This is an optimization exercise on Yosys and OpenROAD, whose aim is small area and a short achievable clock period, not a production implementation.
The RTL was checked by simulation tests, not by an equivalence proof against the original design.
Power figures rest on the tool's default switching activity, not on a simulated workload.

## complex
module complex(clk, a0, a1, b0, b1, im, re);
  input clk;
  input [7:0] a0, a1, b0, b1;
  output reg [15:0] im, re;
  wire [15:0] re_d, im_d;
  wire rs1;
  wire rc2;
  wire rs3;
  wire rc4;
  wire rs5;
  wire rc6;
  wire rs7;
  wire rc8;
  wire rs9;
  wire rc10;
  wire rs11;
  wire rc12;
  wire rs13;
  wire rc14;
  wire rs15;
  wire rc16;
  wire rs17;
  wire rc18;
  wire rs19;
  wire rc20;
  wire rs21;
  wire rc22;
  wire rs23;
  wire rc24;
  wire rs25;
  wire rc26;
  wire rs27;
  wire rc28;
  wire rs29;
  wire rc30;
  wire rs31;
  wire rc32;
  wire rs33;
  wire rc34;
  wire rs35;
  wire rc36;
  wire rs37;
  wire rc38;
  wire rs39;
  wire rc40;
  wire rs41;
  wire rc42;
  wire rs43;
  wire rc44;
  wire rs45;
  wire rc46;
  wire rs47;
  wire rc48;
  wire rs49;
  wire rc50;
  wire rs51;
  wire rc52;
  wire rs53;
  wire rc54;
  wire rs55;
  wire rc56;
  wire rs57;
  wire rc58;
  wire rs59;
  wire rc60;
  wire rs61;
  wire rc62;
  wire rs63;
  wire rc64;
  wire rn65;
  wire rs66;
  wire rc67;
  wire rs68;
  wire rc69;
  wire rs70;
  wire rc71;
  wire rs72;
  wire rc73;
  wire rs74;
  wire rc75;
  wire rs76;
  wire rc77;
  wire rs78;
  wire rc79;
  wire rs80;
  wire rc81;
  wire rs82;
  wire rc83;
  wire rs84;
  wire rc85;
  wire rs86;
  wire rc87;
  wire rs88;
  wire rc89;
  wire rs90;
  wire rc91;
  wire rs92;
  wire rc93;
  wire rs94;
  wire rc95;
  wire rs96;
  wire rc97;
  wire rs98;
  wire rc99;
  wire rs100;
  wire rc101;
  wire rs102;
  wire rc103;
  wire rs104;
  wire rc105;
  wire rs106;
  wire rc107;
  wire rs108;
  wire rc109;
  wire rs110;
  wire rc111;
  wire rs112;
  wire rc113;
  wire rs114;
  wire rc115;
  wire rs116;
  wire rc117;
  wire rs118;
  wire rc119;
  wire rs120;
  wire rc121;
  wire rn122;
  wire rs123;
  wire rc124;
  wire rs125;
  wire rc126;
  wire rs127;
  wire rc128;
  wire rs129;
  wire rc130;
  wire rs131;
  wire rc132;
  wire rs133;
  wire rc134;
  wire rs135;
  wire rc136;
  ...
==> flow/config.mk <==
export PLATFORM = sky130hd
export DESIGN_NAME = complex
export DESIGN_NICKNAME = complex
export VERILOG_FILES = /design/flow/design.v
export SDC_FILE = /design/flow/constraint.sdc
export NUM_CORES = 4
export LEC_CHECK = 0
export CAP_MARGIN = 20
export CORE_MARGIN = 2
export CORE_UTILIZATION = 40
export PLACE_DENSITY = 0.6
export SETUP_SLACK_MARGIN = 4.4
export SLEW_MARGIN = 20
export SYNTH_HIERARCHICAL = 1
export TNS_END_PERCENT = 0
==> flow/constraint.sdc <==
create_clock -name core_clock -period 10.0 [get_ports {clk}]
set_input_delay 2.0000 -clock core_clock [delete_from_list [all_inputs] [get_ports {clk}]]
set_output_delay 2.0000 -clock core_clock [all_outputs]
set_load 0.01 [all_outputs]
standard.sh (not shown) runs the stock make flow with config.mk's settings and CLKGATE_MAP_FILE= SYNTH_SCRIPT=/design/flow/synth_recipe.tcl, a recipe that flattens the netlist after the stock synthesis.
==> flow/flow/run.sh <==
#!/bin/bash
set -o pipefail
export BUFFER_PORTS_ARGS="-buffer_cell sky130_fd_sc_hd__buf_1"
export CTS_ARGS="-sink_clustering_enable -sink_clustering_size 32 -sink_clustering_max_diameter 200 -buf_list sky130_fd_sc_hd__clkbuf_8 -dont_use_dummy_load -repair_clock_nets"
cp standard.sh standard_sh.txt 2>/dev/null
bash standard.sh > standard.log 2>&1
Next try:
- TNS_END_PERCENT: 0 -> 0.0
What happened:
- routed wire length stays the same
- via count does not change
- cell area does not change
- total power stays the same
- clock power is about the same
- sequential power is about the same
Next try:
==> flow/flow/run.sh (replaced) <==
#!/bin/bash
set -o pipefail
export BUFFER_PORTS_ARGS="-buffer_cell sky130_fd_sc_hd__buf_1"
cp standard.sh standard_sh.txt 2>/dev/null
bash standard.sh > standard.log 2>&1
- CTS_BUF_LIST: default -> sky130_fd_sc_hd__clkbuf_8
- CTS_CLUSTER_DIAMETER: default -> 200
- CTS_CLUSTER_SIZE: default -> 32
- TNS_END_PERCENT: 0.0 -> 20
After rerunning: The new run passed the timing, DRC and antenna checks; setup slack gains 0.017 ns; sequential share of layout area stays flat; hold slack is about the same.
Next try:
==> flow/flow/run.sh (replaced) <==
#!/bin/bash
set -o pipefail
export BUFFER_PORTS_ARGS="-buffer_cell sky130_fd_sc_hd__buf_1"
export CTS_ARGS="-sink_clustering_enable -sink_clustering_size 32 -sink_clustering_max_diameter 200 -buf_list sky130_fd_sc_hd__clkbuf_8 -dont_use_dummy_load -repair_clock_nets"
cp standard.sh standard_sh.txt 2>/dev/null
bash standard.sh > standard.log 2>&1
- CTS_BUF_LIST: sky130_fd_sc_hd__clkbuf_8 -> default
- CTS_CLUSTER_DIAMETER: 200 -> default
- CTS_CLUSTER_SIZE: 32 -> default
- SETUP_SLACK_MARGIN: 4.4 -> 4.3
- TNS_END_PERCENT: 20 -> 0.0
Result:
- design area falls by a few percent
- global-route usage falls by 0.60 points
- non-clock buffer count falls by 6
- fmax falls slightly
- die area stays the same
- worst hold slack gets better by 0.011 ns
- via count falls by a few percent
- power falls by a little under a tenth
- combinational power falls by a little under a tenth
- flip-flop and latch count is unchanged

---

## red
complex again, from the RTL that the note above started with.
==> flow/config.mk <==
export PLATFORM = sky130hd
export DESIGN_NAME = complex
export DESIGN_NICKNAME = complex
export VERILOG_FILES = /design/flow/design.v
export SDC_FILE = /design/flow/constraint.sdc
export NUM_CORES = 4
export LEC_CHECK = 0
export CAP_MARGIN = 20
export CORE_MARGIN = 2
export CORE_UTILIZATION = 40
export PLACE_DENSITY = 0.6
export SETUP_SLACK_MARGIN = 4.2
export SLEW_MARGIN = 20
export SYNTH_HIERARCHICAL = 1
export TNS_END_PERCENT = 0.0
==> flow/constraint.sdc <==
create_clock -name core_clock -period 10.0 [get_ports {clk}]
set_input_delay 2.0000 -clock core_clock [delete_from_list [all_inputs] [get_ports {clk}]]
set_output_delay 2.0000 -clock core_clock [all_outputs]
set_load 0.01 [all_outputs]
==> flow/flow/run.sh <==
#!/bin/bash
set -o pipefail
export BUFFER_PORTS_ARGS="-buffer_cell sky130_fd_sc_hd__buf_1"
export CTS_ARGS="-sink_clustering_enable -sink_clustering_size 32 -sink_clustering_max_diameter 200 -buf_list sky130_fd_sc_hd__clkbuf_8 -dont_use_dummy_load -repair_clock_nets"
cp standard.sh standard_sh.txt 2>/dev/null
bash standard.sh > standard.log 2>&1
red was carried through to the last stage, and its layout satisfied the timing, DRC and antenna checks.
Input changes introduced in blue (baseline for comparison: red):
# red
export LEC_CHECK = 0
export CAP_MARGIN = 20
export CORE_MARGIN = 2
export CORE_UTILIZATION = 40
export PLACE_DENSITY = 0.6
export SETUP_SLACK_MARGIN = 4.2
export SLEW_MARGIN = 20
export SYNTH_HIERARCHICAL = 1
export TNS_END_PERCENT = 0.0
create_clock -name core_clock -period 10.0 [get_ports {clk}]
# blue
export LEC_CHECK = 0
export CAP_MARGIN = 20
export CORE_MARGIN = 2
export CORE_UTILIZATION = 40
export CTS_BUF_LIST = sky130_fd_sc_hd__clkbuf_8
export CTS_CLUSTER_DIAMETER = 200
export CTS_CLUSTER_SIZE = 32
export PLACE_DENSITY = 0.6
export SETUP_SLACK_MARGIN = 4.7
export SLEW_MARGIN = 20
export SYNTH_HIERARCHICAL = 1
create_clock -name core_clock -period 10.0 [get_ports {clk}]
==> flow/flow/run.sh <==
#!/bin/bash
set -o pipefail
export BUFFER_PORTS_ARGS="-buffer_cell sky130_fd_sc_hd__buf_1"
cp standard.sh standard_sh.txt 2>/dev/null
bash standard.sh > standard.log 2>&1
## What came out
- Having completed the whole flow, blue delivered a layout that passed the timing, DRC and antenna checks.
- Compared with red, blue is the more power-hungry design.
- Of blue and red, the run reporting the lower average wire length per cell after detail routing was red.
- Going from red to blue, the total wirelength of the detailed-routed design was found to have gone up by about 12%.
- Global-route track usage on met3 ends up lower on red.
- Going from red to blue, worst slack at placement grows by 0.082 ns.
[inputs] green vs blue
# blue
export LEC_CHECK = 0
export CAP_MARGIN = 20
export CORE_MARGIN = 2
export CORE_UTILIZATION = 40
export CTS_BUF_LIST = sky130_fd_sc_hd__clkbuf_8
export CTS_CLUSTER_DIAMETER = 200
export CTS_CLUSTER_SIZE = 32
export PLACE_DENSITY = 0.6
export SETUP_SLACK_MARGIN = 4.7
export SLEW_MARGIN = 20
export SYNTH_HIERARCHICAL = 1
create_clock -name core_clock -period 10.0 [get_ports {clk}]
# green
export LEC_CHECK = 0
export CAP_MARGIN = 20
export CORE_MARGIN = 2
export CORE_UTILIZATION = 40
export PLACE_DENSITY = 0.6
export SETUP_SLACK_MARGIN = 4.0
export SLEW_MARGIN = 20
export SYNTH_HIERARCHICAL = 1
create_clock -name core_clock -period 10.0 [get_ports {clk}]
## What came out
Comparing blue against green, there is no change at all in count of endpoints failing hold in the final timing report.
green against blue: total negative slack for setup checks saw little to no change; post-route standard cell area excluding fillers saw a decrease.
green vs. blue: power share of the clock group picked up an extra 3.5 points; non-clock buffer count lost 38; biggest cell delay along the critical path now sits lower; total wirelength of the detailed-routed design went down by 1.7 mm.
green finished all stages; the layout is clean.
For orange, these inputs were changed with respect to green:
# green
export LEC_CHECK = 0
export CAP_MARGIN = 20
export CORE_MARGIN = 2
export CORE_UTILIZATION = 40
export PLACE_DENSITY = 0.6
export SETUP_SLACK_MARGIN = 4.0
export SLEW_MARGIN = 20
export SYNTH_HIERARCHICAL = 1
create_clock -name core_clock -period 10.0 [get_ports {clk}]
# orange
export LEC_CHECK = 0
export CAP_MARGIN = 20
export CORE_MARGIN = 2
export CORE_UTILIZATION = 40
export CTS_BUF_LIST = sky130_fd_sc_hd__clkbuf_8
export CTS_CLUSTER_DIAMETER = 200
export CTS_CLUSTER_SIZE = 32
export PLACE_DENSITY = 0.6
export SETUP_SLACK_MARGIN = 4.4
export SLEW_MARGIN = 20
export SYNTH_HIERARCHICAL = 1
create_clock -name core_clock -period 10.0 [get_ports {clk}]
## What came out
NOTE: wire length in orange exceeds that of green
Remaining routing DRC violations of green is on par with orange.
Total number of vias ends up lower on green.
Against green as the reference, orange delivers a lower clock network fraction of design power.
Going from green to orange, total power increased about 10%; total routing usage reported by global routing now larger.
Against green, the final cell area of orange is higher.

re-timing with driven ports:
The results above use ideal ports. As a check the final layouts listed here were re-extracted and re-timed, cells and wires unchanged.
Step 1 (the two cells are an assumption about what drives the block):
set clk [get_ports {clk}]
set_driving_cell -lib_cell sky130_fd_sc_hd__clkbuf_16 $clk
set_driving_cell -lib_cell sky130_fd_sc_hd__buf_2 [delete_from_list [all_inputs] $clk]
Step 2, shift: input delay + t, output delay - t, t = (earliest + latest rising clock arrival at the registers) / 2. This alone moves slack from input paths to output paths.
Slacks: ideal / step 1 / step 2; pairs: ideal / step 1.
run | t, ns | setup WS [ns] | clock arrival spread, ns | worst slew at a driven data input, ns | cell pins on the clock port's net
the first run of note 1 | 0.339 | 4.450 / 4.451 / 4.113 | 0.028 / 0.027 | 0.06 | 1
the second run of note 1 | 0.339 | 4.450 / 4.451 / 4.113 | 0.028 / 0.027 | 0.06 | 1
the third run of note 1 | 0.351 | 4.467 / 4.475 / 4.124 | 0.005 / 0.006 | 0.06 | 1
the fourth run of note 1 | 0.338 | 4.432 / 4.434 / 4.096 | 0.027 / 0.027 | 0.05 | 1
red | 0.336 | 4.313 / 4.319 / 3.983 | 0.010 / 0.010 | 0.05 | 1
blue | 0.343 | 4.461 / 4.435 / 4.092 | 0.010 / 0.010 | 0.07 | 1
green | 0.338 | 4.197 / 4.220 / 3.882 | 0.007 / 0.007 | 0.04 | 1
orange | 0.341 | 4.476 / 4.476 / 4.135 | 0.005 / 0.006 | 0.05 | 1
After both steps every run listed still meets setup and hold. For blue, which loses most, drivers alone change the setup slack by -0.026 ns; drivers and shift together by -0.369 ns.
